From an optimization exercise on the open Yosys and OpenROAD flow, aimed at small area; shortcuts taken in it are not production practice. The RTL was checked by simulation tests, not by an equivalence proof against the original design. Power figures rest on the tool's default switching activity, not on a simulated workload.

==> flow/design.v, too long to show whole: its modules and the start of the top module <==
// module goStickMan: 923 lines
module goStickMan(clk, resetn, go, up, down, plot, x, y, colour, HEX2, HEX1, HEX0);
  // ...
==> flow/flow/run.sh <==
#!/bin/bash
# Own layout flow: the standard ORFS flow (standard.sh) with synthesis and buffering choices:
#  - flow/own.mk is added to the ORFS config: it keeps the half/full adder cells out
#    (DONT_USE_CELLS), so Yosys's adder extraction leaves that logic to ABC, and buffers the
#    ports with the smallest buffer cell;
#  - ABC maps with flow/abc_area.script from several random seeds, run in parallel, and the
#    smallest result is kept (flow/own_synth.tcl).
# Registers, floorplan, power grid, placement, CTS and routing are the standard flow's.
set -euo pipefail
here=$(pwd)
cat config.mk flow/own.mk > own_config.mk
sed "s#source \$::env(SCRIPTS_DIR)/synth.tcl#source $here/flow/own_synth.tcl#" synth_recipe.tcl > own_synth_top.tcl
sed -e "s#DESIGN_CONFIG=[^ ]*#DESIGN_CONFIG=$here/own_config.mk#" \
    -e "s#SYNTH_SCRIPT=[^ ]*#SYNTH_SCRIPT=$here/own_synth_top.tcl#" standard.sh > own_standard.sh
export OWN_ABC_SCRIPT=$here/flow/abc_area.script
export OWN_ABC_DIR=$here/abc_runs
export OWN_ABC_SEEDS="1 2 3 4 5 6 7 8 9 10 11 12 13 14 15 16"
bash own_standard.sh > flow_make.log 2>&1
==> flow/flow/abc_area.script <==
strash
&get -n
&fraig -x
&put
scorr
dc2
strash
&get -n
&deepsyn -T 60 -S @SEED@
&put
strash
&get -n
&dch -f
&nf -a -R 1000 -C 32 -F 8 -A 8 -p
&put
strash
&get -n
&dch -f
&nf -a -R 1000 -C 32 -F 8 -A 8 -p
&put
topo
stime -c
==> flow/flow/own.mk <==
export DONT_USE_CELLS += sky130_fd_sc_hd__ha_1 sky130_fd_sc_hd__fa_1
export BUFFER_PORTS_ARGS = -buffer_cell sky130_fd_sc_hd__buf_1
==> flow/flow/own_synth.tcl <==
# ORFS's synth.tcl, read and run unchanged except its ABC call: own_abc runs ABC
# on the same input from several random seeds at once (flow/abc_area.script with
# @SEED@ replaced), and keeps the smallest mapped result.
proc own_abc {abc_args} {
  set dir $::env(OWN_ABC_DIR)
  file mkdir $dir
  set rest [lrange $abc_args 2 end]
  # ABC's read_lib / read_constr lines, as Yosys's abc pass writes them
  set readlib "read_lib"
  set lib ""
  set constr ""
  for {set i 0} {$i < [llength $rest]} {incr i} {
    set a [lindex $rest $i]
    if {$a eq "-dont_use"} { incr i; append readlib " -X \"[lindex $rest $i]\"" }
    if {$a eq "-liberty"} { incr i; set lib [lindex $rest $i] }
    if {$a eq "-constr"} { incr i; set constr [lindex $rest $i] }
  }
  append readlib " -w \"$lib\""
  # 1. write ABC's input network
  design -save own_pre
  set f [open $dir/capture.script w]
  puts $f "write_blif $dir/in.blif"
  puts $f "strash"
  puts $f "map"
  close $f
  abc -script $dir/capture.script {*}$rest
  design -load own_pre
  # 2. the seeds, in parallel
  set tf [open $::env(OWN_ABC_SCRIPT)]
  set template [read $tf]
  close $tf
  if {[info exists ::env(YOSYS_EXE)]} {
    set abcbin [file join [file dirname [file normalize $::env(YOSYS_EXE)]] yosys-abc]
  } else {
    set abcbin [auto_execok yosys-abc]
  }
  set sh [open $dir/run_all.sh w]
  foreach s $::env(OWN_ABC_SEEDS) {
    set f [open $dir/seed_$s.script w]
    puts $f [string map [list @SEED@ $s] $template]
    close $f
    set f [open $dir/run_$s.abc w]
    puts $f "read_blif $dir/in.blif"
    puts $f $readlib
    if {$constr ne ""} { puts $f "read_constr -v \"$constr\"" }
    puts $f "source $dir/seed_$s.script"
    puts $f "write_blif $dir/out_$s.blif"
    puts $f "print_stats"
    close $f
    puts $sh "$abcbin -f $dir/run_$s.abc > $dir/log_$s.txt 2>&1"
  }
  close $sh
  set jobs 8
  if {[info exists ::env(NUM_CORES)]} { set jobs $::env(NUM_CORES) }
  set sh [open $dir/run_par.sh w]
  puts $sh "xargs -P $jobs -I CMD bash -c CMD < $dir/run_all.sh"
  close $sh
  exec bash $dir/run_par.sh
  # 3. the smallest
  set best ""
  set best_area 1e30
  foreach s $::env(OWN_ABC_SEEDS) {
    if {![file exists $dir/out_$s.blif]} continue
    set f [open $dir/log_$s.txt]
    set txt [read $f]
    close $f
    if {[regexp {area =\s*([0-9.]+)} [lindex [regexp -all -inline {area =\s*[0-9.]+} $txt] end] -> area]} {
      puts "own_abc: seed $s area $area"
      if {$area < $best_area} { set best_area $area; set best $s }
    }
  }
  if {$best eq ""} { error "own_abc: no ABC run finished" }
  puts "own_abc: keeping seed $best (area $best_area)"
  # 4. take it in through Yosys's abc pass
  set f [open $dir/take.script w]
  puts $f "read_blif $dir/out_$best.blif"
  close $f
  abc -script $dir/take.script {*}$rest
}
set own_f [open $::env(SCRIPTS_DIR)/synth.tcl]
set own_txt [read $own_f]
close $own_f
set own_old {log_cmd abc {*}$abc_args}
if { [string first $own_old $own_txt] < 0 } { error "own_synth.tcl: ABC call not found in synth.tcl" }
set own_txt [string map [list $own_old {own_abc $abc_args}] $own_txt]
eval $own_txt
==> flow/standard.sh <==
#!/bin/bash
# synth_recipe.tcl (not shown) runs the flow's synth.tcl, then flattens the netlist and writes it again
# the make line also repeats each setting of config.mk as NAME=value (left out here)
make -C /OpenROAD-flow-scripts/flow DESIGN_CONFIG=/design/flow/config.mk WORK_HOME=/design/flow/orfs CLKGATE_MAP_FILE= SYNTH_SCRIPT=/design/flow/synth_recipe.tcl "${@:-finish}"
==> flow/config.mk <==
export PLATFORM = sky130hd
export DESIGN_NAME = goStickMan
export DESIGN_NICKNAME = goStickMan
export VERILOG_FILES = /design/flow/design.v
export SDC_FILE = /design/flow/constraint.sdc
export NUM_CORES = 8
export LEC_CHECK = 0
export ABC_AREA = 1
export CAP_MARGIN = 20
export CORE_MARGIN = 2
export CORE_UTILIZATION = 30
export CTS_BUF_LIST = sky130_fd_sc_hd__clkbuf_8
export SLEW_MARGIN = 20
==> flow/constraint.sdc <==
create_clock -name core_clock -period 20.0 [get_ports {clk}]
set_input_delay 4.0000 -clock core_clock [delete_from_list [all_inputs] [get_ports {clk}]]
set_output_delay 4.0000 -clock core_clock [all_outputs]
set_load 0.01 [all_outputs]
==> flow_metrics.tcl, run 1 <==
set metrics [dict create \
    io_buffers 44 \
    setup_slack_ns 12.08 \
    critical_path.max_fanout 18 \
    grt_overflow 0 \
    cts_root_buf "clkbuf_8" \
    vias 8872 \
    combinationalPower_mw 1.21 \
    endpoint_kind "flop" \
    dr_wl_met3_microns 3510 \
    synth_fp_nets 1051 \
    worst-path-buf-inv 1 \
    cts_buffer_depth 2 \
    clk_latency_ns 0.32 \
    synth_top_family_by_area "simple AND/OR/NAND/NOR gates" \
    hpwl_microns 22400 \
    slowest_stage "o21ai_0" \
    largest_reg_flops 12 \
    dp_slack_ns 12.37 \
    place_area_sq_mm 0.00704 \
    instances_no_fill 1376 \
    tns_ns 0 \
    netlist_area_sq_mm 0.00654 \
    layout_commonest_cell "nor2_1" \
    rr_worst_depth 25 \
    postRouteAntennaNets 0 \
    status "no timing/DRC/antenna violations" \
    routed_wl_microns 30100 \
]
==> module goStickMan, before the edit <==
module goStickMan(clk, resetn, go, up, down, plot, x, y, colour, HEX2, HEX1, HEX0);
  input clk;
  input resetn;
  input go, up, down;
  output reg plot;
  output [7:0] x;
  output [6:0] y;
  output [2:0] colour;
  output [6:0] HEX2, HEX1, HEX0;
  localparam P_W = 3'd0, P_E = 3'd1, P_R1 = 3'd2, P_R2 = 3'd3, P_J = 3'd6, P_S = 3'd7;
  localparam PH_PRE = 2'd0, PH_DRAW = 2'd1, PH_PCLR = 2'd3, PH_CLR = 2'd2;
  localparam S_SC = 4'd0, S_SPR = 4'd4, S_B3 = 4'd11, S_B0 = 4'd8,
             S_PREF = 4'd7, S_PREW = 4'd6;
  reg [2:0] pose;
  reg [1:0] ph;
  reg [3:0] seg;      
  reg [1:0] pass;     
  reg [11:0] score;
  reg [4:0] b;        
  reg [3:0] fl;       
  reg [3:0] lfsr;
  reg [7:0] xr;
  reg [6:0] yr;       
  assign colour = {3{ph[0]}};
  wire game = pose[1];
  wire isW = (pose[1:0] == 2'b00);
  wire isE = (pose[1:0] == 2'b01);
  wire hold = pose[2] & !pose[1];
  wire low = (seg[3:2] == 2'b00);           
  assign x = hold ? (isW ? 8'd48 : 8'd62) : xr;
  assign y = hold ? (isW ? 7'd56 : 7'd48) : yr - (low ? 7'd57 : 7'd17);
  wire pclr = (ph == PH_PCLR);
  wire active = !pclr || game;
  wire blkseg = seg[3];
  wire [1:0] bj = seg[1:0];                 
  function [3:0] nib; input [1:0] s; input [11:0] sc;
    nib = (s == 2'd1) ? sc[3:0] : (s == 2'd2) ? sc[7:4] : sc[11:8];
  endfunction
  function [7:0] dbx; input [1:0] s;        
    dbx = (s == 2'd1) ? 8'd152 : (s == 2'd2) ? 8'd146 : 8'd140;
  endfunction
  wire [3:0] nseg = (seg == S_PREF) ? S_SC : (seg == S_PREW) ? S_SPR :
                    (seg == S_SPR) ? S_B3 : seg[3] ? seg - 4'd1 : seg + 4'd1;
  wire [3:0] dcur = nib(seg[1:0], score);
  wire [3:0] dnext = nib(nseg[1:0], score);
  wire [2:0] sk = nseg[2:0];
  wire [3:0] sv = nseg[2] ? {1'b0, pose} : dnext;
  wire [7:0] dbase = dbx(seg[1:0]);
  wire [2:0] col = xr[2:0] - dbase[2:0];
  wire rh_n0 = ~xr[2];
  wire rh_n1 = ~xr[1] & rh_n0;
  wire rh_n2 = ~xr[0] & rh_n1;
  wire rh_n3 = ~xr[3] & rh_n2;
  wire rh_n4 = ~xr[0];
  wire rh_n5 = pose[0] ? rh_n4 : rh_n3;
  wire rh_n6 = xr[1] & rh_n0;
  wire rh_n7 = ~xr[0] & rh_n6;
  wire rh_n8 = xr[3] & rh_n7;
  wire rh_n9 = ~xr[1];
  wire rh_n10 = ~xr[0] & rh_n9;
  wire rh_n11 = xr[3] & rh_n10;
  wire rh_n12 = pose[0] ? rh_n11 : rh_n8;
  wire rh_n13 = xr[0] & rh_n6;
  wire rh_n14 = xr[3] & rh_n13;
  wire rh_n15 = pose[2] ? rh_n14 : rh_n12;
  wire rh_n16 = pose[1] ? rh_n15 : rh_n5;
  wire rh_n17 = ~xr[6] & rh_n16;
  wire rh_n18 = ~pose[0];
  wire rh_n19 = xr[1];
  wire rh_n20 = ~xr[0] & rh_n19;
  wire rh_n21 = xr[0];
  wire rh_n22 = xr[0] ? rh_n19 : rh_n9;
  wire rh_n23 = xr[3] ? rh_n22 : rh_n21;
  wire rh_n24 = pose[0] ? rh_n23 : rh_n20;
  wire rh_n25 = pose[2] & rh_n24;
  wire rh_n26 = pose[1] ? rh_n25 : rh_n18;
  wire rh_n27 = ~xr[1] | rh_n0;
  wire rh_n28 = ~xr[4] | rh_n27;
  wire rh_n29 = xr[0] | rh_n28;
  wire rh_n30 = ~xr[4] | rh_n19;
  wire rh_n31 = xr[0] | rh_n30;
  wire rh_n32 = xr[3] ? rh_n31 : rh_n29;
  wire rh_n33 = ~xr[4];
  wire rh_n34 = xr[2];
  wire rh_n35 = xr[1] & rh_n34;
  wire rh_n36 = xr[0] ? rh_n35 : rh_n33;
  wire rh_n37 = xr[1] | rh_n34;
  wire rh_n38 = xr[0] ? rh_n37 : rh_n34;
  wire rh_n39 = xr[3] ? rh_n38 : rh_n36;
  wire rh_n40 = xr[5] ? rh_n39 : rh_n32;
  wire rh_n41 = xr[4] & rh_n6;
  wire rh_n42 = xr[4] & rh_n35;
  wire rh_n43 = xr[0] ? rh_n33 : rh_n42;
  wire rh_n44 = xr[3] ? rh_n43 : rh_n41;
  wire rh_n45 = xr[5] ? rh_n21 : rh_n44;
  wire rh_n46 = pose[0] ? rh_n45 : rh_n40;
  wire rh_n47 = xr[6] ? rh_n46 : rh_n26;
  wire rh_n48 = pose[0];
  wire rh_n49 = xr[3] ? rh_n4 : rh_n22;
  wire rh_n50 = ~xr[3] & rh_n4;
  wire rh_n51 = pose[0] ? rh_n50 : rh_n49;
  wire rh_n52 = ~xr[0] | rh_n9;
  wire rh_n53 = xr[3] ? rh_n52 : rh_n19;
  wire rh_n54 = pose[0] ? rh_n19 : rh_n53;
  wire rh_n55 = pose[2] ? rh_n54 : rh_n51;
  wire rh_n56 = pose[1] ? rh_n55 : rh_n48;
  wire rh_n57 = xr[4] & rh_n19;
  wire rh_n58 = xr[0] ? rh_n57 : rh_n42;
  wire rh_n59 = ~xr[3] & rh_n58;
  wire rh_n60 = xr[1] | rh_n0;
  wire rh_n61 = xr[0] ? rh_n60 : rh_n0;
  wire rh_n62 = xr[3] & rh_n61;
  wire rh_n63 = xr[5] ? rh_n62 : rh_n59;
  wire rh_n64 = xr[4] | rh_n9;
  wire rh_n65 = xr[4] | rh_n1;
  wire rh_n66 = xr[0] ? rh_n65 : rh_n64;
  wire rh_n67 = ~xr[3] | rh_n66;
  wire rh_n68 = xr[5] ? rh_n9 : rh_n67;
  wire rh_n69 = pose[0] ? rh_n68 : rh_n63;
  wire rh_n70 = xr[6] ? rh_n69 : rh_n56;
  wire rh_n71 = xr[3] ? rh_n9 : rh_n22;
  wire rh_n72 = xr[0] & rh_n19;
  wire rh_n73 = xr[3] ? rh_n72 : rh_n4;
  wire rh_n74 = pose[0] ? rh_n73 : rh_n71;
  wire rh_n75 = ~xr[0] | rh_n19;
  wire rh_n76 = xr[0] ? rh_n9 : rh_n19;
  wire rh_n77 = xr[3] ? rh_n76 : rh_n75;
  wire rh_n78 = xr[0] | rh_n19;
  wire rh_n79 = xr[3] | rh_n78;
  wire rh_n80 = pose[0] ? rh_n79 : rh_n77;
  wire rh_n81 = pose[2] ? rh_n80 : rh_n74;
  wire rh_n82 = pose[1] & rh_n81;
  wire rh_n83 = xr[0] ? rh_n41 : rh_n57;
  wire rh_n84 = xr[3] ? rh_n83 : rh_n58;
  wire rh_n85 = xr[5] ? rh_n62 : rh_n84;
  wire rh_n86 = ~xr[0] & rh_n41;
  wire rh_n87 = ~xr[4] & rh_n1;
  wire rh_n88 = xr[0] & rh_n87;
  wire rh_n89 = xr[3] ? rh_n88 : rh_n86;
  wire rh_n90 = xr[0] ? rh_n9 : rh_n1;
  wire rh_n91 = xr[5] ? rh_n90 : rh_n89;
  wire rh_n92 = pose[0] ? rh_n91 : rh_n85;
  wire rh_n93 = xr[6] ? rh_n92 : rh_n82;
  wire rh_n94 = ~xr[1] | rh_n34;
  wire rh_n95 = ~xr[0] | rh_n94;
  wire rh_n96 = xr[3] ? rh_n95 : rh_n21;
  wire rh_n97 = xr[3] ? rh_n21 : rh_n20;
  wire rh_n98 = pose[0] ? rh_n97 : rh_n96;
  wire rh_n99 = xr[3] ? rh_n52 : rh_n75;
  wire rh_n100 = pose[0] ? rh_n79 : rh_n99;
  wire rh_n101 = pose[2] ? rh_n100 : rh_n98;
  wire rh_n102 = pose[1] ? rh_n101 : rh_n48;
  wire rh_n103 = xr[4] ? rh_n19 : rh_n35;
  wire rh_n104 = xr[0] ? rh_n103 : rh_n42;
  wire rh_n105 = xr[4] ? rh_n19 : rh_n27;
  wire rh_n106 = xr[0] ? rh_n41 : rh_n105;
  wire rh_n107 = xr[3] ? rh_n106 : rh_n104;
  wire rh_n108 = ~xr[4] & rh_n9;
  wire rh_n109 = ~xr[0] & rh_n108;
  wire rh_n110 = xr[3] ? rh_n60 : rh_n109;
  wire rh_n111 = xr[5] ? rh_n110 : rh_n107;
  wire rh_n112 = ~xr[4] | rh_n94;
  wire rh_n113 = xr[0] | rh_n112;
  wire rh_n114 = xr[4] | rh_n37;
  wire rh_n115 = ~xr[0] | rh_n114;
  wire rh_n116 = xr[3] ? rh_n115 : rh_n113;
  wire rh_n117 = xr[0] ? rh_n19 : rh_n37;
  wire rh_n118 = xr[5] ? rh_n117 : rh_n116;
  wire rh_n119 = pose[0] ? rh_n118 : rh_n111;
  wire rh_n120 = xr[6] ? rh_n119 : rh_n102;
  wire rh_n121 = xr[0] | rh_n9;
  wire rh_n122 = xr[3] ? rh_n95 : rh_n121;
  wire rh_n123 = pose[0] ? rh_n73 : rh_n122;
  wire rh_n124 = xr[0] & rh_n9;
  wire rh_n125 = xr[3] ? rh_n72 : rh_n124;
  wire rh_n126 = pose[0] ? rh_n79 : rh_n125;
  wire rh_n127 = pose[2] ? rh_n126 : rh_n123;
  wire rh_n128 = ~pose[1] | rh_n127;
  wire rh_n129 = xr[4] ? rh_n9 : rh_n27;
  wire rh_n130 = xr[0] ? rh_n129 : rh_n28;
  wire rh_n131 = xr[4] ? rh_n9 : rh_n35;
  wire rh_n132 = xr[0] ? rh_n112 : rh_n131;
  wire rh_n133 = xr[3] ? rh_n132 : rh_n130;
  wire rh_n134 = xr[4] | rh_n19;
  wire rh_n135 = xr[0] | rh_n134;
  wire rh_n136 = ~xr[1] & rh_n34;
  wire rh_n137 = xr[3] ? rh_n136 : rh_n135;
  wire rh_n138 = xr[5] ? rh_n137 : rh_n133;
  wire rh_n139 = ~xr[0] | rh_n112;
  wire rh_n140 = xr[3] ? rh_n29 : rh_n139;
  wire rh_n141 = xr[5] | rh_n140;
  wire rh_n142 = pose[0] ? rh_n141 : rh_n138;
  wire rh_n143 = xr[6] ? rh_n142 : rh_n128;
  wire rh_n144 = xr[3] ? rh_n13 : rh_n20;
  wire rh_n145 = xr[3] ? rh_n4 : rh_n21;
  wire rh_n146 = pose[0] ? rh_n145 : rh_n144;
  wire rh_n147 = ~xr[3] & rh_n10;
  wire rh_n148 = pose[0] & rh_n147;
  wire rh_n149 = pose[2] ? rh_n148 : rh_n146;
  wire rh_n150 = pose[1] & rh_n149;
  wire rh_n151 = ~xr[6] & rh_n150;
  wire rh_n152 = xr[0] | rh_n27;
  wire rh_n153 = xr[3] | rh_n152;
  wire rh_n154 = pose[0] | rh_n153;
  wire rh_n155 = pose[1] | rh_n154;
  wire rh_n156 = xr[4] ? rh_n60 : rh_n27;
  wire rh_n157 = xr[0] | rh_n156;
  wire rh_n158 = xr[4] | rh_n0;
  wire rh_n159 = xr[0] | rh_n158;
  wire rh_n160 = xr[3] ? rh_n159 : rh_n157;
  wire rh_n161 = xr[4] | rh_n27;
  wire rh_n162 = xr[0] | rh_n161;
  wire rh_n163 = xr[0] | rh_n60;
  wire rh_n164 = xr[3] ? rh_n163 : rh_n162;
  wire rh_n165 = xr[5] ? rh_n164 : rh_n160;
  wire rh_n166 = xr[4] ? rh_n27 : rh_n37;
  wire rh_n167 = xr[0] | rh_n166;
  wire rh_n168 = xr[3] ? rh_n167 : rh_n113;
  wire rh_n169 = xr[5] | rh_n168;
  wire rh_n170 = pose[0] ? rh_n169 : rh_n165;
  wire rh_n171 = xr[6] ? rh_n170 : rh_n155;
  wire rh_n172 = ~xr[0] & rh_n35;
  wire rh_n173 = xr[0] & rh_n34;
  wire rh_n174 = xr[3] ? rh_n173 : rh_n172;
  wire rh_n175 = ~pose[0] & rh_n174;
  wire rh_n176 = ~pose[1] & rh_n175;
  wire rh_n177 = xr[1] ? rh_n34 : rh_n0;
  wire rh_n178 = xr[4] ? rh_n136 : rh_n177;
  wire rh_n179 = ~xr[0] & rh_n178;
  wire rh_n180 = xr[4] ? rh_n35 : rh_n34;
  wire rh_n181 = ~xr[0] & rh_n180;
  wire rh_n182 = xr[3] ? rh_n181 : rh_n179;
  wire rh_n183 = ~xr[4] & rh_n35;
  wire rh_n184 = ~xr[0] & rh_n183;
  wire rh_n185 = ~xr[0] & rh_n136;
  wire rh_n186 = xr[3] ? rh_n185 : rh_n184;
  wire rh_n187 = xr[5] ? rh_n186 : rh_n182;
  wire rh_n188 = ~pose[0] & rh_n187;
  wire rh_n189 = xr[6] ? rh_n188 : rh_n176;
  wire rh_n190 = xr[4] ? rh_n35 : rh_n1;
  wire rh_n191 = ~xr[0] & rh_n190;
  wire rh_n192 = xr[3] ? rh_n191 : rh_n86;
  wire rh_n193 = ~xr[5] & rh_n192;
  wire rh_n194 = pose[0] & rh_n193;
  wire rh_n195 = xr[6] & rh_n194;
  wire rh_n196 = ~xr[4] & rh_n19;
  wire rh_n197 = xr[0] & rh_n196;
  wire rh_n198 = xr[3] & rh_n197;
  wire rh_n199 = ~xr[5] & rh_n198;
  wire rh_n200 = pose[0] & rh_n199;
  wire rh_n201 = xr[6] & rh_n200;
  wire rh_n202 = ~pose[1] & rh_n48;
  wire rh_n203 = ~xr[4] | rh_n9;
  wire rh_n204 = ~xr[4] | rh_n6;
  wire rh_n205 = xr[0] ? rh_n204 : rh_n203;
  wire rh_n206 = xr[1] ? rh_n0 : rh_n34;
  wire rh_n207 = xr[4] ? rh_n94 : rh_n206;
  wire rh_n208 = xr[4];
  wire rh_n209 = xr[0] ? rh_n208 : rh_n207;
  wire rh_n210 = xr[3] ? rh_n209 : rh_n205;
  wire rh_n211 = xr[5] | rh_n210;
  wire rh_n212 = pose[0] & rh_n211;
  wire rh_n213 = xr[6] ? rh_n212 : rh_n202;
  wire rh_n214 = pose[0] & rh_n4;
  wire rh_n215 = ~pose[1] & rh_n214;
  wire rh_n216 = xr[4] & rh_n94;
  wire rh_n217 = xr[0] ? rh_n216 : rh_n41;
  wire rh_n218 = xr[0] ? rh_n108 : rh_n57;
  wire rh_n219 = xr[3] ? rh_n218 : rh_n217;
  wire rh_n220 = ~xr[5] & rh_n219;
  wire rh_n221 = pose[0] & rh_n220;
  wire rh_n222 = xr[6] ? rh_n221 : rh_n215;
  wire rh_n223 = xr[0] ? rh_n94 : rh_n35;
  wire rh_n224 = xr[3] ? rh_n223 : rh_n9;
  wire rh_n225 = xr[3] ? rh_n78 : rh_n121;
  wire rh_n226 = pose[0] ? rh_n225 : rh_n224;
  wire rh_n227 = xr[0] ? rh_n94 : rh_n19;
  wire rh_n228 = xr[3] ? rh_n227 : rh_n9;
  wire rh_n229 = ~pose[0] & rh_n228;
  wire rh_n230 = pose[2] ? rh_n229 : rh_n226;
  wire rh_n231 = pose[1] ? rh_n230 : rh_n214;
  wire rh_n232 = xr[4] ? rh_n19 : rh_n177;
  wire rh_n233 = ~xr[0] & rh_n232;
  wire rh_n234 = xr[3] ? rh_n233 : rh_n217;
  wire rh_n235 = ~xr[5] & rh_n234;
  wire rh_n236 = pose[0] & rh_n235;
  wire rh_n237 = xr[6] ? rh_n236 : rh_n231;
  wire rh_n238 = xr[3] ? rh_n10 : rh_n20;
  wire rh_n239 = ~pose[0] & rh_n238;
  wire rh_n240 = pose[2] ? rh_n239 : rh_n238;
  wire rh_n241 = pose[1] ? rh_n240 : rh_n214;
  wire rh_n242 = xr[6] ? rh_n236 : rh_n241;
  wire rh_n243 = xr[4] ? rh_n6 : rh_n37;
  wire rh_n244 = xr[0] ? rh_n112 : rh_n243;
  wire rh_n245 = xr[3] ? rh_n30 : rh_n244;
  wire rh_n246 = xr[5] | rh_n245;
  wire rh_n247 = pose[0] & rh_n246;
  wire rh_n248 = xr[6] ? rh_n247 : rh_n241;
  wire rh_n249 = xr[4] ? rh_n6 : rh_n136;
  wire rh_n250 = xr[0] ? rh_n216 : rh_n249;
  wire rh_n251 = xr[3] ? rh_n233 : rh_n250;
  wire rh_n252 = ~xr[5] & rh_n251;
  wire rh_n253 = pose[0] & rh_n252;
  wire rh_n254 = xr[6] ? rh_n253 : rh_n241;
  wire rh_n255 = ~xr[3] & rh_n20;
  wire rh_n256 = pose[0] ? rh_n255 : rh_n238;
  wire rh_n257 = pose[2] ? rh_n229 : rh_n256;
  wire rh_n258 = pose[1] ? rh_n257 : rh_n214;
  wire rh_n259 = xr[6] ? rh_n253 : rh_n258;
  wire rh_n260 = ~pose[0] | rh_n4;
  wire rh_n261 = xr[3] | rh_n121;
  wire rh_n262 = pose[0] ? rh_n261 : rh_n224;
  wire rh_n263 = xr[0] & rh_n35;
  wire rh_n264 = xr[3] & rh_n263;
  wire rh_n265 = ~pose[0] & rh_n264;
  wire rh_n266 = pose[2] ? rh_n265 : rh_n262;
  wire rh_n267 = pose[1] ? rh_n266 : rh_n260;
  wire rh_n268 = ~xr[4] | rh_n1;
  wire rh_n269 = xr[0] ? rh_n268 : rh_n28;
  wire rh_n270 = xr[0] ? rh_n33 : rh_n203;
  wire rh_n271 = xr[3] ? rh_n270 : rh_n269;
  wire rh_n272 = ~xr[0] & rh_n208;
  wire rh_n273 = xr[3] ? rh_n10 : rh_n272;
  wire rh_n274 = xr[5] ? rh_n273 : rh_n271;
  wire rh_n275 = pose[0] ? rh_n252 : rh_n274;
  wire rh_n276 = xr[6] ? rh_n275 : rh_n267;
  wire rh_n277 = ~xr[0] & rh_n177;
  wire rh_n278 = xr[0] ? rh_n34 : rh_n19;
  wire rh_n279 = xr[3] ? rh_n278 : rh_n277;
  wire rh_n280 = pose[0] ? rh_n4 : rh_n279;
  wire rh_n281 = xr[3] & rh_n72;
  wire rh_n282 = pose[0] ? rh_n281 : rh_n264;
  wire rh_n283 = ~pose[0] & rh_n281;
  wire rh_n284 = pose[2] ? rh_n283 : rh_n282;
  wire rh_n285 = pose[1] ? rh_n284 : rh_n280;
  wire rh_n286 = xr[4] ? rh_n136 : rh_n1;
  wire rh_n287 = xr[0] ? rh_n57 : rh_n286;
  wire rh_n288 = ~xr[4] | rh_n35;
  wire rh_n289 = ~xr[0] & rh_n288;
  wire rh_n290 = xr[3] ? rh_n289 : rh_n287;
  wire rh_n291 = xr[0] ? rh_n19 : rh_n161;
  wire rh_n292 = xr[0] ? rh_n9 : rh_n34;
  wire rh_n293 = xr[3] ? rh_n292 : rh_n291;
  wire rh_n294 = xr[5] ? rh_n293 : rh_n290;
  wire rh_n295 = pose[0] ? rh_n252 : rh_n294;
  wire rh_n296 = xr[6] ? rh_n295 : rh_n285;
  wire rh_n297 = pose[0] | rh_n279;
  wire rh_n298 = pose[2] ? rh_n18 : rh_n282;
  wire rh_n299 = pose[1] ? rh_n298 : rh_n297;
  wire rh_n300 = xr[4] ? rh_n34 : rh_n1;
  wire rh_n301 = ~xr[0] & rh_n300;
  wire rh_n302 = xr[3] ? rh_n289 : rh_n301;
  wire rh_n303 = ~xr[0] & rh_n37;
  wire rh_n304 = xr[3] ? rh_n303 : rh_n4;
  wire rh_n305 = xr[5] ? rh_n304 : rh_n302;
  wire rh_n306 = xr[0] ? rh_n33 : rh_n30;
  wire rh_n307 = xr[0] ? rh_n57 : rh_n232;
  wire rh_n308 = xr[3] ? rh_n307 : rh_n306;
  wire rh_n309 = xr[5] | rh_n308;
  wire rh_n310 = pose[0] ? rh_n309 : rh_n305;
  wire rh_n311 = xr[6] ? rh_n310 : rh_n299;
  wire rh_n312 = ~pose[0] & rh_n279;
  wire rh_n313 = ~pose[2] & rh_n282;
  wire rh_n314 = pose[1] ? rh_n313 : rh_n312;
  wire rh_n315 = xr[4] & rh_n136;
  wire rh_n316 = xr[0] ? rh_n315 : rh_n286;
  wire rh_n317 = xr[3] ? rh_n289 : rh_n316;
  wire rh_n318 = xr[5] ? rh_n304 : rh_n317;
  wire rh_n319 = ~pose[0] & rh_n318;
  wire rh_n320 = xr[6] ? rh_n319 : rh_n314;
  wire rh_n321 = ~xr[0] | rh_n6;
  wire rh_n322 = xr[3] ? rh_n278 : rh_n321;
  wire rh_n323 = ~pose[0] & rh_n322;
  wire rh_n324 = xr[3] ? rh_n35 : rh_n9;
  wire rh_n325 = xr[3] ? rh_n75 : rh_n10;
  wire rh_n326 = pose[0] ? rh_n325 : rh_n324;
  wire rh_n327 = ~pose[0] & rh_n225;
  wire rh_n328 = pose[2] ? rh_n327 : rh_n326;
  wire rh_n329 = pose[1] ? rh_n328 : rh_n323;
  wire rh_n330 = ~xr[4] | rh_n136;
  wire rh_n331 = xr[0] ? rh_n33 : rh_n330;
  wire rh_n332 = ~xr[0] & rh_n30;
  wire rh_n333 = xr[3] ? rh_n332 : rh_n331;
  wire rh_n334 = xr[5] ? rh_n304 : rh_n333;
  wire rh_n335 = ~pose[0] & rh_n334;
  wire rh_n336 = xr[6] ? rh_n335 : rh_n329;
  wire rh_n337 = ~xr[0] & rh_n94;
  wire rh_n338 = xr[3] ? rh_n278 : rh_n337;
  wire rh_n339 = ~pose[0] & rh_n338;
  wire rh_n340 = xr[0] & rh_n94;
  wire rh_n341 = xr[3] ? rh_n340 : rh_n124;
  wire rh_n342 = pose[0] ? rh_n21 : rh_n341;
  wire rh_n343 = ~pose[2] & rh_n342;
  wire rh_n344 = pose[1] ? rh_n343 : rh_n339;
  wire rh_n345 = xr[3] ? rh_n332 : rh_n185;
  wire rh_n346 = xr[5] ? rh_n4 : rh_n345;
  wire rh_n347 = ~pose[0] & rh_n346;
  wire rh_n348 = xr[6] ? rh_n347 : rh_n344;
  wire rh_n349 = xr[3] ? rh_n20 : rh_n337;
  wire rh_n350 = ~pose[0] & rh_n349;
  wire rh_n351 = xr[0] ? rh_n35 : rh_n9;
  wire rh_n352 = xr[3] ? rh_n351 : rh_n20;
  wire rh_n353 = pose[0] ? rh_n21 : rh_n352;
  wire rh_n354 = ~pose[2] & rh_n353;
  wire rh_n355 = pose[1] ? rh_n354 : rh_n350;
  wire rh_n356 = xr[6] ? rh_n347 : rh_n355;
  wire rh_n357 = pose[0] | rh_n338;
  wire rh_n358 = pose[0] ? rh_n21 : rh_n72;
  wire rh_n359 = ~pose[2] & rh_n358;
  wire rh_n360 = pose[1] ? rh_n359 : rh_n357;
  wire rh_n361 = xr[3] | rh_n4;
  wire rh_n362 = xr[5] ? rh_n361 : rh_n345;
  wire rh_n363 = xr[4] | rh_n177;
  wire rh_n364 = xr[0] ? rh_n208 : rh_n363;
  wire rh_n365 = ~xr[3] | rh_n364;
  wire rh_n366 = xr[0] ? rh_n9 : rh_n60;
  wire rh_n367 = xr[5] ? rh_n366 : rh_n365;
  wire rh_n368 = pose[0] ? rh_n367 : rh_n362;
  wire rh_n369 = xr[6] ? rh_n368 : rh_n360;
  wire rh_n370 = pose[0] ? rh_n21 : rh_n281;
  wire rh_n371 = ~pose[2] & rh_n370;
  wire rh_n372 = pose[1] ? rh_n371 : rh_n4;
  wire rh_n373 = ~xr[4] & rh_n136;
  wire rh_n374 = xr[0] ? rh_n41 : rh_n373;
  wire rh_n375 = xr[3] ? rh_n233 : rh_n374;
  wire rh_n376 = xr[5] ? rh_n72 : rh_n375;
  wire rh_n377 = xr[6] ? rh_n376 : rh_n372;
  wire rh_n378 = xr[0] ? rh_n94 : rh_n9;
  wire rh_n379 = xr[3] & rh_n378;
  wire rh_n380 = pose[0] ? rh_n21 : rh_n379;
  wire rh_n381 = ~pose[2] & rh_n380;
  wire rh_n382 = pose[1] ? rh_n381 : rh_n4;
  wire rh_n383 = xr[5] ? rh_n185 : rh_n375;
  wire rh_n384 = xr[6] ? rh_n383 : rh_n382;
  wire rh_n385 = xr[3] & rh_n35;
  wire rh_n386 = xr[3] & rh_n75;
  wire rh_n387 = pose[0] ? rh_n386 : rh_n385;
  wire rh_n388 = pose[2] ? rh_n228 : rh_n387;
  wire rh_n389 = pose[1] ? rh_n388 : rh_n4;
  wire rh_n390 = xr[6] ? rh_n383 : rh_n389;
  wire rh_n391 = xr[3] ? rh_n263 : rh_n10;
  wire rh_n392 = pose[0] ? rh_n281 : rh_n391;
  wire rh_n393 = pose[2] ? rh_n238 : rh_n392;
  wire rh_n394 = pose[1] ? rh_n393 : rh_n4;
  wire rh_n395 = xr[6] ? rh_n376 : rh_n394;
  wire rh_n396 = pose[2] ? rh_n238 : rh_n282;
  wire rh_n397 = pose[1] ? rh_n396 : rh_n4;
  wire rh_n398 = xr[4] | rh_n136;
  wire rh_n399 = xr[0] ? rh_n208 : rh_n398;
  wire rh_n400 = xr[3] ? rh_n364 : rh_n399;
  wire rh_n401 = xr[5] ? rh_n366 : rh_n400;
  wire rh_n402 = xr[6] ? rh_n401 : rh_n397;
  wire rh_n403 = pose[2] & rh_n238;
  wire rh_n404 = pose[1] ? rh_n403 : rh_n4;
  wire rh_n405 = ~xr[5] & rh_n375;
  wire rh_n406 = xr[6] ? rh_n405 : rh_n404;
  wire rh_n407 = xr[3] ? rh_n172 : rh_n10;
  wire rh_n408 = pose[0] ? rh_n4 : rh_n407;
  wire rh_n409 = pose[2] ? rh_n238 : rh_n408;
  wire rh_n410 = pose[1] ? rh_n409 : rh_n4;
  wire rh_n411 = ~xr[0] & rh_n57;
  wire rh_n412 = xr[3] ? rh_n411 : rh_n374;
  wire rh_n413 = ~xr[5] & rh_n412;
  wire rh_n414 = xr[6] ? rh_n413 : rh_n410;
  wire rh_n415 = pose[2] ? rh_n228 : rh_n214;
  wire rh_n416 = pose[1] ? rh_n415 : rh_n4;
  wire rh_n417 = xr[6] ? rh_n413 : rh_n416;
  wire rh_n418 = pose[0] ? rh_n145 : rh_n124;
  wire rh_n419 = pose[2] ? rh_n264 : rh_n418;
  wire rh_n420 = pose[1] ? rh_n419 : rh_n4;
  wire rh_n421 = xr[3] ? rh_n20 : rh_n374;
  wire rh_n422 = ~xr[5] & rh_n421;
  wire rh_n423 = xr[6] ? rh_n422 : rh_n420;
  wire rh_n424 = pose[0] ? rh_n145 : rh_n50;
  wire rh_n425 = xr[0] ? rh_n35 : rh_n19;
  wire rh_n426 = ~xr[3] | rh_n425;
  wire rh_n427 = pose[2] ? rh_n426 : rh_n424;
  wire rh_n428 = xr[3] ? rh_n10 : rh_n72;
  wire rh_n429 = pose[0] ? rh_n145 : rh_n428;
  wire rh_n430 = xr[3] & rh_n340;
  wire rh_n431 = pose[2] ? rh_n430 : rh_n429;
  wire rh_n432 = ~xr[3] & rh_n21;
  wire rh_n433 = pose[0] & rh_n432;
  wire rh_n434 = pose[2] ? rh_n264 : rh_n433;
  wire rh_n435 = xr[3] ? rh_n21 : rh_n4;
  wire rh_n436 = xr[3] | rh_n21;
  wire rh_n437 = pose[0] ? rh_n436 : rh_n435;
  wire rh_n438 = xr[3] & rh_n4;
  wire rh_n439 = pose[2] ? rh_n438 : rh_n437;
  wire rh_n440 = xr[3];
  wire rh_n441 = pose[0] & rh_n440;
  wire rh_n442 = ~pose[2] & rh_n441;
  wire rh_n443 = ~pose[2];
  wire [42:0] rh = {1'b0, rh_n443, rh_n442, rh_n439, rh_n434, rh_n431, rh_n427, rh_n423, rh_n417, rh_n414, rh_n406, rh_n402, rh_n395, rh_n390, rh_n384, rh_n377, rh_n369, rh_n356, rh_n348, rh_n336, rh_n320, rh_n311, rh_n296, rh_n276, rh_n259, rh_n254, rh_n248, rh_n242, rh_n242, rh_n237, rh_n222, rh_n213, rh_n201, rh_n195, rh_n189, rh_n171, rh_n151, rh_n143, rh_n120, rh_n93, rh_n70, rh_n47, rh_n17};
  wire rs_n0 = ~xr[4];
  wire rs_n1 = ~xr[2] & rs_n0;
  wire rs_n2 = xr[1] & rs_n1;
  wire rs_n3 = xr[3] & rs_n2;
  wire rs_n4 = xr[0];
  wire rs_n5 = ~xr[2] & rs_n4;
  wire rs_n6 = ~xr[1] & rs_n5;
  wire rs_n7 = xr[3] & rs_n6;
  wire rs_n8 = ~xr[0];
  wire rs_n9 = xr[2] | rs_n8;
  wire rs_n10 = xr[1] | rs_n9;
  wire rs_n11 = ~xr[3] | rs_n10;
  wire rs_n12 = ~xr[1];
  wire rs_n13 = xr[1];
  wire rs_n14 = xr[2] & rs_n4;
  wire rs_n15 = xr[1] | rs_n14;
  wire rs_n16 = xr[1] | rs_n5;
  wire rs_n17 = xr[3] ? rs_n16 : rs_n15;
  wire rs_n18 = xr[3] | rs_n15;
  wire rs_n19 = xr[0] & rs_n0;
  wire rs_n20 = xr[2] & rs_n19;
  wire rs_n21 = xr[4];
  wire rs_n22 = xr[2] | rs_n21;
  wire rs_n23 = xr[1] ? rs_n22 : rs_n20;
  wire rs_n24 = xr[3] ? rs_n23 : rs_n15;
  wire [27:0] rs = {1'b0, 1'b0, 1'b0, 1'b0, 1'b0, 1'b0, 1'b0, 1'b0, 1'b0, 1'b0, 1'b0, 1'b0, 1'b0, 1'b0, rs_n24, rs_n18, rs_n17, 1'b1, 1'b0, rs_n13, rs_n12, 1'b0, 1'b0, 1'b0, rs_n11, rs_n7, rs_n7, rs_n3};
  wire rd_n0 = ~col[2];
  wire rd_n1 = pass[0];
  wire rd_n2 = dcur[0] & rd_n1;
  wire rd_n3 = ~dcur[3] & rd_n2;
  wire rd_n4 = ~dcur[1] & rd_n3;
  wire rd_n5 = ~dcur[2] & rd_n4;
  wire rd_n6 = col[1] ? rd_n5 : rd_n0;
  wire rd_n7 = dcur[0];
  wire rd_n8 = ~dcur[3] & rd_n7;
  wire rd_n9 = ~pass[1];
  wire rd_n10 = ~pass[0] & rd_n9;
  wire rd_n11 = dcur[0] & rd_n10;
  wire rd_n12 = dcur[1] ? rd_n11 : rd_n8;
  wire rd_n13 = ~dcur[2] & rd_n12;
  wire rd_n14 = ~col[1] & rd_n13;
  wire rd_n15 = col[0] ? rd_n14 : rd_n6;
  wire rd_n16 = ~dcur[0];
  wire rd_n17 = ~dcur[1] | rd_n16;
  wire rd_n18 = ~dcur[2] | rd_n17;
  wire rd_n19 = pass[1];
  wire rd_n20 = pass[0] | rd_n19;
  wire rd_n21 = ~dcur[0] | rd_n20;
  wire rd_n22 = ~dcur[1] | rd_n21;
  wire rd_n23 = dcur[2] ? rd_n17 : rd_n22;
  wire rd_n24 = col[1] ? rd_n23 : rd_n18;
  wire rd_n25 = dcur[1] & rd_n16;
  wire rd_n26 = ~dcur[1] | rd_n7;
  wire rd_n27 = dcur[2] ? rd_n26 : rd_n25;
  wire rd_n28 = col[1] | rd_n27;
  wire rd_n29 = col[0] ? rd_n28 : rd_n24;
  wire rd_n30 = dcur[1] & rd_n7;
  wire rd_n31 = dcur[2] & rd_n30;
  wire rd_n32 = ~dcur[1] & rd_n16;
  wire rd_n33 = dcur[2] & rd_n32;
  wire rd_n34 = col[1] ? rd_n33 : rd_n31;
  wire rd_n35 = col[0] ? rd_n33 : rd_n34;
  wire rd_n36 = dcur[1] & rd_n11;
  wire rd_n37 = dcur[1] ? rd_n7 : rd_n16;
  wire rd_n38 = dcur[2] ? rd_n37 : rd_n36;
  wire rd_n39 = col[1] ? rd_n38 : rd_n31;
  wire rd_n40 = dcur[2] & rd_n37;
  wire rd_n41 = col[1] ? rd_n33 : rd_n40;
  wire rd_n42 = col[0] ? rd_n41 : rd_n39;
  wire rd_n43 = dcur[1] ? rd_n16 : rd_n7;
  wire rd_n44 = dcur[2] ? rd_n43 : rd_n22;
  wire rd_n45 = col[1] ? rd_n44 : rd_n18;
  wire rd_n46 = ~dcur[2] | rd_n43;
  wire rd_n47 = dcur[1] | rd_n7;
  wire rd_n48 = ~dcur[2] | rd_n47;
  wire rd_n49 = col[1] ? rd_n48 : rd_n46;
  wire rd_n50 = col[0] ? rd_n49 : rd_n45;
  wire rd_n51 = ~col[2] | rd_n7;
  wire rd_n52 = dcur[1] ? rd_n7 : rd_n51;
  wire rd_n53 = dcur[2] & rd_n52;
  wire rd_n54 = dcur[2] ? rd_n47 : rd_n22;
  wire rd_n55 = col[1] ? rd_n54 : rd_n53;
  wire rd_n56 = dcur[3] | rd_n16;
  wire rd_n57 = dcur[1] | rd_n56;
  wire rd_n58 = dcur[2] ? rd_n47 : rd_n57;
  wire rd_n59 = dcur[2] | rd_n57;
  wire rd_n60 = col[1] ? rd_n59 : rd_n58;
  wire rd_n61 = col[0] ? rd_n60 : rd_n55;
  wire rd_n62 = dcur[1] | rd_n0;
  wire rd_n63 = ~dcur[2] | rd_n62;
  wire rd_n64 = ~dcur[1] & rd_n8;
  wire rd_n65 = ~dcur[2] & rd_n64;
  wire rd_n66 = col[1] ? rd_n65 : rd_n63;
  wire rd_n67 = col[1] ? rd_n33 : rd_n65;
  wire rd_n68 = col[0] ? rd_n67 : rd_n66;
  wire rd_n69 = col[2];
  wire rd_n70 = ~dcur[1] | rd_n69;
  wire rd_n71 = dcur[1] ? rd_n51 : rd_n0;
  wire rd_n72 = dcur[2] ? rd_n71 : rd_n70;
  wire rd_n73 = col[1] ? rd_n65 : rd_n72;
  wire rd_n74 = col[1] & rd_n33;
  wire rd_n75 = col[0] ? rd_n74 : rd_n73;
  wire rd_n76 = dcur[2] ? rd_n0 : rd_n70;
  wire rd_n77 = col[1] ? rd_n65 : rd_n76;
  wire rd_n78 = col[0] ? rd_n74 : rd_n77;
  wire rd_n79 = ~dcur[3] | rd_n7;
  wire rd_n80 = col[2] & rd_n16;
  wire rd_n81 = dcur[1] ? rd_n80 : rd_n79;
  wire rd_n82 = dcur[2] ? rd_n0 : rd_n81;
  wire rd_n83 = dcur[3] ? rd_n16 : rd_n7;
  wire rd_n84 = dcur[1] ? rd_n7 : rd_n83;
  wire rd_n85 = dcur[2] ? rd_n43 : rd_n84;
  wire rd_n86 = col[1] ? rd_n85 : rd_n82;
  wire rd_n87 = dcur[3] & rd_n16;
  wire rd_n88 = ~dcur[1] & rd_n87;
  wire rd_n89 = dcur[2] ? rd_n47 : rd_n88;
  wire rd_n90 = dcur[1] ? rd_n7 : rd_n87;
  wire rd_n91 = dcur[2] | rd_n90;
  wire rd_n92 = col[1] ? rd_n91 : rd_n89;
  wire rd_n93 = col[0] ? rd_n92 : rd_n86;
  wire rd_n94 = ~dcur[3] | rd_n16;
  wire rd_n95 = col[2] | rd_n94;
  wire rd_n96 = col[2] & rd_n7;
  wire rd_n97 = dcur[1] ? rd_n96 : rd_n95;
  wire rd_n98 = dcur[1] | rd_n69;
  wire rd_n99 = dcur[2] ? rd_n98 : rd_n97;
  wire rd_n100 = ~dcur[1] & rd_n7;
  wire rd_n101 = dcur[2] ? rd_n30 : rd_n100;
  wire rd_n102 = col[1] ? rd_n101 : rd_n99;
  wire rd_n103 = dcur[3] & rd_n7;
  wire rd_n104 = ~dcur[1] & rd_n103;
  wire rd_n105 = ~dcur[2] & rd_n104;
  wire rd_n106 = dcur[1] ? rd_n16 : rd_n103;
  wire rd_n107 = dcur[2] ? rd_n32 : rd_n106;
  wire rd_n108 = col[1] ? rd_n107 : rd_n105;
  wire rd_n109 = col[0] ? rd_n108 : rd_n102;
  wire rd_n110 = dcur[1] ? rd_n16 : rd_n8;
  wire rd_n111 = dcur[2] ? rd_n30 : rd_n110;
  wire rd_n112 = col[1] ? rd_n111 : rd_n99;
  wire rd_n113 = col[0] ? rd_n74 : rd_n112;
  wire rd_n114 = dcur[2] ? rd_n30 : rd_n64;
  wire rd_n115 = col[1] ? rd_n114 : rd_n99;
  wire rd_n116 = ~dcur[2] & rd_n25;
  wire rd_n117 = col[1] ? rd_n33 : rd_n116;
  wire rd_n118 = col[0] ? rd_n117 : rd_n115;
  wire rd_n119 = ~dcur[2];
  wire rd_n120 = col[1] ? rd_n114 : rd_n119;
  wire rd_n121 = col[0] ? rd_n74 : rd_n120;
  wire [27:0] rd = {1'b0, rd_n121, rd_n118, rd_n113, rd_n109, rd_n93, rd_n78, rd_n75, rd_n68, rd_n61, 1'b0, 1'b0, 1'b0, 1'b0, 1'b0, 1'b0, 1'b0, 1'b0, 1'b0, 1'b0, 1'b1, 1'b0, rd_n50, rd_n42, rd_n35, 1'b0, rd_n29, rd_n15};
  wire st_n0 = ~sv[0];
  wire st_n1 = ~sv[1] | st_n0;
  wire st_n2 = sv[2] | st_n1;
  wire st_n3 = sv[0];
  wire st_n4 = sv[3] ? st_n3 : st_n2;
  wire st_n5 = sk[0] & st_n4;
  wire st_n6 = sk[1] ? st_n4 : st_n5;
  wire st_n7 = ~sk[2] & st_n6;
  wire st_n8 = sv[3] & st_n0;
  wire st_n9 = sk[0] & st_n8;
  wire st_n10 = sk[1] ? st_n8 : st_n9;
  wire st_n11 = ~sk[2] & st_n10;
  wire st_n12 = sv[2] ? st_n0 : st_n1;
  wire st_n13 = sv[3] ? st_n3 : st_n12;
  wire st_n14 = sk[0] & st_n13;
  wire st_n15 = sk[1] ? st_n13 : st_n14;
  wire st_n16 = sv[1] ? st_n3 : st_n0;
  wire st_n17 = ~sv[1] & st_n0;
  wire st_n18 = sv[2] ? st_n17 : st_n16;
  wire st_n19 = sk[2] ? st_n18 : st_n15;
  wire st_n20 = sv[1] & st_n0;
  wire st_n21 = ~sv[1];
  wire st_n22 = sv[2] ? st_n21 : st_n20;
  wire st_n23 = ~sv[3] & st_n22;
  wire st_n24 = sk[0] & st_n23;
  wire st_n25 = sk[1] ? st_n23 : st_n24;
  wire st_n26 = sv[1] ? st_n0 : st_n3;
  wire st_n27 = sv[2] ? st_n26 : st_n3;
  wire st_n28 = sk[2] ? st_n27 : st_n25;
  wire st_n29 = sv[1];
  wire st_n30 = ~sv[2] & st_n29;
  wire st_n31 = ~sv[3] & st_n30;
  wire st_n32 = ~sk[0] | st_n31;
  wire st_n33 = sk[1] ? st_n31 : st_n32;
  wire st_n34 = ~sv[2] & st_n20;
  wire st_n35 = sk[2] ? st_n34 : st_n33;
  wire st_n36 = sv[1] | st_n0;
  wire st_n37 = sv[2] ? st_n1 : st_n36;
  wire st_n38 = sv[3] ? st_n3 : st_n37;
  wire st_n39 = sk[0] & st_n38;
  wire st_n40 = sk[1] ? st_n38 : st_n39;
  wire st_n41 = sk[2] ? st_n26 : st_n40;
  wire st_n42 = ~sv[1] & st_n3;
  wire st_n43 = sv[1] & st_n3;
  wire st_n44 = sv[2] ? st_n43 : st_n42;
  wire st_n45 = sv[3] ? st_n0 : st_n44;
  wire st_n46 = sk[0] & st_n45;
  wire st_n47 = sk[1] ? st_n45 : st_n46;
  wire st_n48 = ~sv[2] | st_n21;
  wire st_n49 = sk[2] ? st_n48 : st_n47;
  wire st_n50 = sv[2] & st_n43;
  wire st_n51 = sk[2] & st_n50;
  wire st_n52 = ~sv[3] & st_n34;
  wire st_n53 = ~sk[0] | st_n52;
  wire st_n54 = sk[1] ? st_n52 : st_n53;
  wire st_n55 = sv[2] ? st_n29 : st_n20;
  wire st_n56 = sk[2] ? st_n55 : st_n54;
  wire st_n57 = sv[2] ? st_n43 : st_n3;
  wire st_n58 = ~sv[3] & st_n57;
  wire st_n59 = sk[0] & st_n58;
  wire st_n60 = sv[2] ? st_n1 : st_n0;
  wire st_n61 = sv[3] | st_n60;
  wire st_n62 = sk[0] ? st_n58 : st_n61;
  wire st_n63 = sk[1] ? st_n62 : st_n59;
  wire st_n64 = sk[2] ? st_n29 : st_n63;
  wire st_n65 = ~sk[0] | st_n8;
  wire st_n66 = sv[3] ? st_n0 : st_n57;
  wire st_n67 = ~sv[3] | st_n3;
  wire st_n68 = sk[0] ? st_n67 : st_n66;
  wire st_n69 = sk[1] ? st_n68 : st_n65;
  wire st_n70 = sk[2] ? st_n42 : st_n69;
  wire st_n71 = sk[0] & st_n67;
  wire st_n72 = ~sk[1] | st_n71;
  wire st_n73 = ~sk[2] & st_n72;
  wire st_n74 = ~sk[1] | st_n65;
  wire st_n75 = sk[2] ? st_n36 : st_n74;
  wire st_n76 = sk[2] & st_n21;
  wire st_n77 = ~sk[2];
  wire [16:0] st = {st_n77, st_n76, st_n76, st_n75, st_n73, st_n70, st_n64, st_n56, 1'b1, st_n51, st_n49, st_n41, st_n35, st_n28, st_n19, st_n11, st_n7};
  wire df_n0 = dcur[0];
  wire df_n1 = ~dcur[0];
  wire df_n2 = dcur[1] ? df_n1 : df_n0;
  wire df_n3 = ~dcur[3] & df_n2;
  wire df_n4 = dcur[1] ? df_n0 : df_n1;
  wire df_n5 = dcur[2] ? df_n4 : df_n3;
  wire df_n6 = dcur[1] & df_n0;
  wire df_n7 = dcur[2] & df_n6;
  wire df_n8 = ~dcur[1] & df_n1;
  wire df_n9 = dcur[2] & df_n8;
  wire df_n10 = ~dcur[2] | df_n2;
  wire df_n11 = ~dcur[1] & df_n0;
  wire df_n12 = ~dcur[3] & df_n11;
  wire df_n13 = ~dcur[2] & df_n12;
  wire df_n14 = dcur[1] | df_n1;
  wire df_n15 = dcur[3] | df_n14;
  wire df_n16 = dcur[2] | df_n15;
  wire [6:0] df = {df_n16, df_n13, df_n13, df_n10, df_n9, df_n7, df_n5};
  wire h0_n0 = score[2];
  wire h0_n1 = ~score[1] & h0_n0;
  wire h0_n2 = ~score[3];
  wire h0_n3 = ~score[2] & h0_n2;
  wire h0_n4 = ~score[1] & h0_n3;
  wire h0_n5 = score[0] ? h0_n4 : h0_n1;
  wire h0_n6 = score[1] & h0_n0;
  wire h0_n7 = score[0] ? h0_n1 : h0_n6;
  wire h0_n8 = ~score[2];
  wire h0_n9 = score[1] & h0_n8;
  wire h0_n10 = ~score[0] & h0_n9;
  wire h0_n11 = score[1] ? h0_n0 : h0_n8;
  wire h0_n12 = score[0] ? h0_n11 : h0_n1;
  wire h0_n13 = score[0] | h0_n1;
  wire h0_n14 = score[1] | h0_n3;
  wire h0_n15 = score[0] ? h0_n14 : h0_n9;
  wire h0_n16 = score[1] ? h0_n0 : h0_n3;
  wire h0_n17 = score[0] ? h0_n16 : h0_n4;
  wire [6:0] h0 = {h0_n17, h0_n15, h0_n13, h0_n12, h0_n10, h0_n7, h0_n5};
  wire h1_n0 = score[6];
  wire h1_n1 = ~score[5] & h1_n0;
  wire h1_n2 = ~score[7];
  wire h1_n3 = ~score[6] & h1_n2;
  wire h1_n4 = ~score[5] & h1_n3;
  wire h1_n5 = score[4] ? h1_n4 : h1_n1;
  wire h1_n6 = score[5] & h1_n0;
  wire h1_n7 = score[4] ? h1_n1 : h1_n6;
  wire h1_n8 = ~score[6];
  wire h1_n9 = score[5] & h1_n8;
  wire h1_n10 = ~score[4] & h1_n9;
  wire h1_n11 = score[5] ? h1_n0 : h1_n8;
  wire h1_n12 = score[4] ? h1_n11 : h1_n1;
  wire h1_n13 = score[4] | h1_n1;
  wire h1_n14 = score[5] | h1_n3;
  wire h1_n15 = score[4] ? h1_n14 : h1_n9;
  wire h1_n16 = score[5] ? h1_n0 : h1_n3;
  wire h1_n17 = score[4] ? h1_n16 : h1_n4;
  wire [6:0] h1 = {h1_n17, h1_n15, h1_n13, h1_n12, h1_n10, h1_n7, h1_n5};
  wire h2_n0 = score[10];
  wire h2_n1 = ~score[9] & h2_n0;
  wire h2_n2 = ~score[11];
  wire h2_n3 = ~score[10] & h2_n2;
  wire h2_n4 = ~score[9] & h2_n3;
  wire h2_n5 = score[8] ? h2_n4 : h2_n1;
  wire h2_n6 = score[9] & h2_n0;
  wire h2_n7 = score[8] ? h2_n1 : h2_n6;
  wire h2_n8 = ~score[10];
  wire h2_n9 = score[9] & h2_n8;
  wire h2_n10 = ~score[8] & h2_n9;
  wire h2_n11 = score[9] ? h2_n0 : h2_n8;
  wire h2_n12 = score[8] ? h2_n11 : h2_n1;
  wire h2_n13 = score[8] | h2_n1;
  wire h2_n14 = score[9] | h2_n3;
  wire h2_n15 = score[8] ? h2_n14 : h2_n9;
  wire h2_n16 = score[9] ? h2_n0 : h2_n3;
  wire h2_n17 = score[8] ? h2_n16 : h2_n4;
  wire [6:0] h2 = {h2_n17, h2_n15, h2_n13, h2_n12, h2_n10, h2_n7, h2_n5};
  reg [42:0] t;
  always @(*) begin
    if (!low) t = rh;
    else if (seg[1:0] == 2'd0) t = {15'd0, rs};
    else t = {15'd0, rd};
  end
  wire [32:0] m = t[42:10];
  wire [2:0] dxn = t[9:7];
  wire [5:0] ytn = t[6:1];
  wire last = t[0];
  wire [32:0] thermo = ~(33'h1ffffffff << yr[5:0]);
  reg [32:0] below;
  reg [5:0] rn;
  integer k;
  always @(*) begin
    for (k = 0; k < 33; k = k + 1) below[k] = m[k] & thermo[k];
    rn = 6'd0;
    for (k = 0; k < 33; k = k + 1) if (below[k]) rn = k;
  end
  wire any = |below;
  wire end_scan = !any & last;
  wire col_end = (xr[2:0] == {b[1:0], 1'b0});
  wire row_end = (yr[3:0] == (fl[bj] ? 4'd9 : 4'd2));
  wire wrap = low && (seg[1:0] != 2'd0) && (pass != 2'd2);
  wire seg_end = (seg == S_PREF) || (seg == S_PREW) || (blkseg ? (col_end & row_end) : (end_scan & !wrap));
  wire frame_end = (seg == S_SPR && isW && xr == 8'd48 && yr == 7'd74) ||
                   (seg == S_SPR && isE && xr == 8'd62 && yr == 7'd66) ||
                   (seg == S_B0 && row_end && xr[2:0] == {b[1:0], 1'b1});
  reg [7:0] nx; reg [6:0] ny; reg [1:0] npass;
  always @(*) begin
    npass = pass;
    if (pclr && !game) begin  
      nx = 8'd48; ny = 7'd73;
    end else if (pclr) begin  
      if (col_end) begin nx = xr + 8'd4; ny = yr - 7'd1; end
      else begin nx = xr - 8'd1; ny = yr; end
    end else if (seg_end) begin
      if (!nseg[3]) begin nx = st[16:9]; ny = st[8:2]; npass = st[1:0]; end
      else if (nseg == S_B3) begin nx = {b, 1'b0} + 8'd124; ny = fl[3] ? 7'd71 : 7'd96; end
      else begin nx = xr - 8'd36; ny = fl[nseg[1:0]] ? 7'd71 : 7'd96; end
    end else if (blkseg) begin
      if (col_end) begin nx = xr + 8'd4; ny = yr - 7'd1; end
      else begin nx = xr - 8'd1; ny = yr; end
    end else if (end_scan) begin  
      npass = pass + 2'd1;
      if (pass == 2'd0) begin nx = dbase + 8'd1; ny = 7'd81; end
      else begin nx = dbase + df[6:4]; ny = 7'd72 + df[3:0]; end
    end else if (any) begin nx = xr; ny = {1'b1, rn}; end
    else begin nx = xr - {5'd0, dxn}; ny = {1'b1, ytn}; end
  end
  wire collide = game & (ph == PH_CLR) & (b >= 5'd4) & (b <= 5'd9) & (fl[0] ? (pose != P_S) : (pose != P_J));
  reg [2:0] npose; reg [1:0] nph; reg [3:0] nsg;
  always @(*) begin
    npose = pose; nph = ph;
    nsg = (active && seg_end) ? nseg : seg;
    case (ph)
      PH_PRE: begin nph = PH_DRAW; nsg = isW ? S_PREW : S_PREF; end
      PH_DRAW: begin
        if (frame_end) begin
          if (!isW || go) begin nph = PH_PCLR; if (isW) npose = P_W; end
          else begin npose = P_W | 3'd4; nsg = S_PREW; end
        end
      end
      PH_PCLR: begin
        nsg = isW ? S_PREW : S_PREF;
        if (isW) begin if (!go) nph = PH_CLR; end
        else if (isE) begin if (go) nph = PH_CLR; end
        else if (col_end && yr == (fl[0] ? 7'd65 : 7'd90)) nph = PH_CLR;
      end
      default: begin  
        if (isE) begin
          if (frame_end) begin
            if (!go) begin npose = P_W; nph = PH_PRE; end
            else begin npose = P_E | 3'd4; nsg = S_PREF; end
          end
        end else if (frame_end) begin
          nph = PH_PRE;
          if (isW) npose = P_R1;
          else if (collide) npose = P_E;
          else if (up) npose = P_J;
          else if (down) npose = P_S;
          else if (pose == P_R1) npose = P_R2;
          else npose = P_R1;
        end
      end
    endcase
  end
  always @(posedge clk) begin
    if (!resetn) begin
      pose <= P_W; ph <= PH_PRE;
    end else begin
      pose <= npose; ph <= nph;
    end
    seg <= nsg;
    xr <= nx; yr <= ny; pass <= npass;
  end
  always @(posedge clk) begin
    if (!resetn) plot <= 1'b0;
    else plot <= (ph == PH_DRAW) | (ph == PH_CLR) | (ph == PH_PCLR && isW);
  end
  wire score_inc = game & (ph == PH_CLR) & frame_end & !collide & (b < 5'd3);
  always @(posedge clk) begin
    if (!resetn || (isW && ph == PH_DRAW)) score <= 12'd0;
    else if (score_inc) begin
      score[3:0] <= score[3:0] + 4'd1;
      if (score[3:0] == 4'd9) begin score[7:4] <= score[7:4] + 4'd1; score[3:0] <= 4'd0; end
      if (score[7:4] == 4'd9) begin score[7:4] <= 4'd0; score[11:8] <= score[11:8] + 4'd1; end
      if (score[11:8] == 4'd9) score[11:8] <= 4'd0;
    end
  end
  wire brst = !resetn || (isW && (ph == PH_PRE || ph == PH_DRAW));
  always @(posedge clk) begin
    if (brst) begin
      b <= 5'd25; fl <= 4'b1010; lfsr <= 4'd0;
    end else begin
      lfsr <= {lfsr[2:0], ~(lfsr[3] ^ lfsr[2])};
      if (game && ph == PH_PRE) begin
        if (b < 5'd3) begin b <= b + 5'd17; fl <= {lfsr[0], fl[3:1]}; end
        else b <= b - 5'd3;
      end
    end
  end
  assign HEX0 = h0;
  assign HEX1 = h1;
  assign HEX2 = h2;
endmodule
==> run 2, diff against run 1 <==
--- a/flow/design.v
+++ b/flow/design.v
@@ -807,13 +807,15 @@
   wire last = t[0];
   wire [32:0] thermo = ~(33'h1ffffffff << yr[5:0]);
-  reg [32:0] below;
+  wire [32:0] below = m & thermo;
+  reg [32:0] above;
   reg [5:0] rn;
   integer k;
   always @(*) begin
-    for (k = 0; k < 33; k = k + 1) below[k] = m[k] & thermo[k];
+    above[32] = 1'b0;
+    for (k = 31; k >= 0; k = k - 1) above[k] = above[k+1] | below[k+1];
     rn = 6'd0;
-    for (k = 0; k < 33; k = k + 1) if (below[k]) rn = k;
+    for (k = 0; k < 33; k = k + 1) if (below[k] & !above[k]) rn = rn | k;
   end
-  wire any = |below;
+  wire any = above[0] | below[0];
   wire end_scan = !any & last;
   wire col_end = (xr[2:0] == {b[1:0], 1'b0});
==> flow_metrics.tcl, run 2 <==
set metrics [dict create \
    slew_headroom 0.377 \
    final_max_slew_viol_count 0 \
    syn_inst 1050 \
    netlist_area_sq_mm 0.00650 \
    final.min_clock_period_ns 7.56 \
    critPathArrivalTime_ns 7.78 \
    io_buffers 44 \
    instances_no_fill 1380 \
    p_per_area_mw_per_mm2 205 \
    rr_worst_depth 21 \
    layout_commonest_cell "nand2_1" \
    critical_path.max_fanout 24 \
    cts_root_buf "clkbuf_8" \
    antenna_found_initial 0 \
    cap_viol_max_count 0 \
    post-synth-top-count-cell "nand2_1" \
    critPathRequiredTime_ns 20.22 \
    reg2reg_slack_ns 12.44 \
    grtUsageTotal 0.273 \
    cts_made_buffers 5 \
    wl_per_cell_microns 22.6 \
    regMostFlops "score" \
    hold_viol 0 \
    rsz0062_at_grt "false" \
    fp.dieH_microns 151 \
    grt_pass1_vias 8199 \
    ys.warnings.count 1 \
    grt_max_degree 49 \
    die_width_microns 151 \
    max_freq_ghz 0.132 \
    area_growth_pct 9.67 \
    peakVddDrop_mv 0.109 \
    cts.clk_slew.worst_paths_ns 0.11 \
    worst_pin_slew_ns 0.931 \
    endpoint_kind "flop" \
    synth-main-ff-cell "dfxtp_1" \
    mostFrequentLayoutCells "155 x nand2_1, 149 x nor2_1, 124 x o21ai_0, 106 x a21oi_1" \
    synth_fp_nets 1055 \
    ys_seq_area_frac 0.163 \
    drive_gt1_frac 0.0308 \
    holdBufCountCts 0 \
    cts_sinks 52 \
    worst_setup_path_start_kind "flop" \
    ys_top_cells_by_count "155 x nand2_1, 149 x nor2_1, 124 x o21ai_0" \
    grt_pass1_wl_microns 48500 \
    pin_count 45 \
    routed_wl_microns 31200 \
    r2r-end "xr[6]$_SDFFE_PP0P_" \
    p_leak_nw 2.42 \
    ys_seq_elements 52 \
    drtPass1Iterations 6 \
    min_to "lfsr[2]$_SDFF_PP0_" \
    worstSetupPathType "reg2reg" \
    synth-edff-count 2 \
    drc 0 \
    postRouteAntennaNets 0 \
    place_congestion 1.06 \
    status "no timing/DRC/antenna violations" \
    largestRegisters "score x12, xr x8, yr x7" \
    dieArea_sq_mm 0.0229 \
    cts_tree "yes" \
    synth.avg_cell_area_sq_um 6.20 \
    synth_top_cell_by_area "dfxtp_1" \
    worstHoldStart "lfsr[1]$_SDFF_PP0_" \
    synth_top_area_share 0.154 \
    vias_per_cell 6.61 \
    ys_types 59 \
    rr_startpoint "seg[0]$_DFF_P_" \
    cts_resized 0 \
    tns_ns 0 \
    skew_ns 0.0145 \
    grt_overflow 0 \
    initial_utilization 0.308 \
    diodes 0 \
    htreeDepth 2 \
    largest_reg_flops 12 \
    post-place-cells 1371 \
    core_sq_mm 0.0212 \
    hpwl_microns 23400 \
    vias 9116 \
    cts_buffer_depth 2 \
    clk_latency_ns 0.33 \
    min_path_type "reg2reg" \
    postCtsSetupRepairBufs 0 \
    min_period_over_period 0.378 \
    drtIter0Drc 1324 \
    min_path_cells 1 \
    finalSetupViolCount 0 \
    fp-row-count 53 \
    async_flop_share 0 \
    synthTopCellsByArea "dfxtp_1 15%, o21ai_0 9.5%, nand2_1 8.9%" \
    nets 1109 \
]
[run 2: changes by cell type in the layout (fill, tap and decap cells not counted), sizes merged, moves of 5 or more]
cell | before | now
nor3b | 7 | 0
nand2b | 34 | 21
xnor2 | 21 | 15
a22oi | 6 | 12
nand3 | 51 | 40
o22a | 8 | 3
or2 | 11 | 6
o22ai | 22 | 14
nand2 | 140 | 155
o21ai | 103 | 124
[run 2: power breakdown]
part           switching [mW]  leakage (nW)  internal, mW  total, mW
Sequential             0.0461         0.430         0.132      0.178
Combinational           0.833          1.94         0.382       1.22
Clock                  0.0379        0.0557        0.0312     0.0691
[run 2: cell families after synthesis]
family,Yosys count,share of synthesized area
AO/OA/AOI/OAI,420,0.405
XOR/XNOR,27,0.0364
buffers and inverters,51,0.0433
flip-flops,52,0.163
multiplexers,4,0.00616
AND/OR/NAND/NOR,496,0.346
[run 2: layout make-up]
cell class / instances / area, sq um
clock inverters: 1 / 3.75
repair buffers: 71 / 365
flip-flops and latches: 52 / 1060
fillers: 2332 / 14000
well taps: 275 / 344
inverters: 27 / 101
clock buffers: 7 / 96.3
multi-input cells: 947 / 5160
[run 2: stage by stage]
stage          setup WS, ns  utilization  total power [mW]  hold slack [ns]  cell area [sq um]
6_report              12.44        0.337              1.46            0.454               7130
5_1_grt               11.49        0.337              1.56            0.497               7130
4_1_cts               12.53        0.337              1.41            0.458               7130
3_5_place_dp          12.57        0.332              1.33            0.427               7030
3_3_place_gp          12.88        0.332              1.36            0.411               7030
2_1_floorplan         13.43            -             0.939            0.407               6500
[run 2: routing by layer]
layer	vias to the layer above	global-route usage	routed length [microns]
li1	4092	-	-
met1	4176	0.390	13100
met2	723	0.403	12800
met3	125	0.0494	3800
met4	0	0.110	1390
met5	-	0	0
[run 2: worst max-delay path by stage]
stage                     slack (ns)                 end  depth (start not counted)           start
after floorplan                13.43  xr[6]$_SDFFE_PP0P_                         20  seg[0]$_DFF_P_
after global placement         12.88  xr[6]$_SDFFE_PP0P_                         20  seg[0]$_DFF_P_
after detailed placement       12.57  xr[6]$_SDFFE_PP0P_                         20  seg[0]$_DFF_P_
after CTS                      12.53  xr[6]$_SDFFE_PP0P_                         20  seg[0]$_DFF_P_
after global routing           11.49  xr[6]$_SDFFE_PP0P_                         21  seg[0]$_DFF_P_
final                          12.44  xr[6]$_SDFFE_PP0P_                         21  seg[0]$_DFF_P_
[run 2: critical path: stages (launching register included)]
cell and delay [ns]:
dfxtp_1 0.85, or2_0 0.43, nand2_1 0.24, a222oi_1 0.77, clkbuf_2 0.28, nor2_1 0.08
nor2b_1 0.28, o221ai_1 0.15, a221oi_1 0.42, a21oi_1 0.17, o211ai_1 0.15, a22oi_1 0.14
nor3_1 0.28, and2_0 0.24, nand4b_1 0.40, nor2_1 0.61, o21ai_0 0.38, a21oi_1 0.51
nand2_1 0.26, o311ai_0 0.41, a31oi_1 0.08, a2111oi_0 0.35

Check on run 2: ideal ports give 12.436 ns setup slack; a clkbuf_16 on the clock port and buf_2 on the inputs give 12.436 ns; moving port delays by the midpoint clock arrival (0.350 ns) as well gives 12.436 ns.
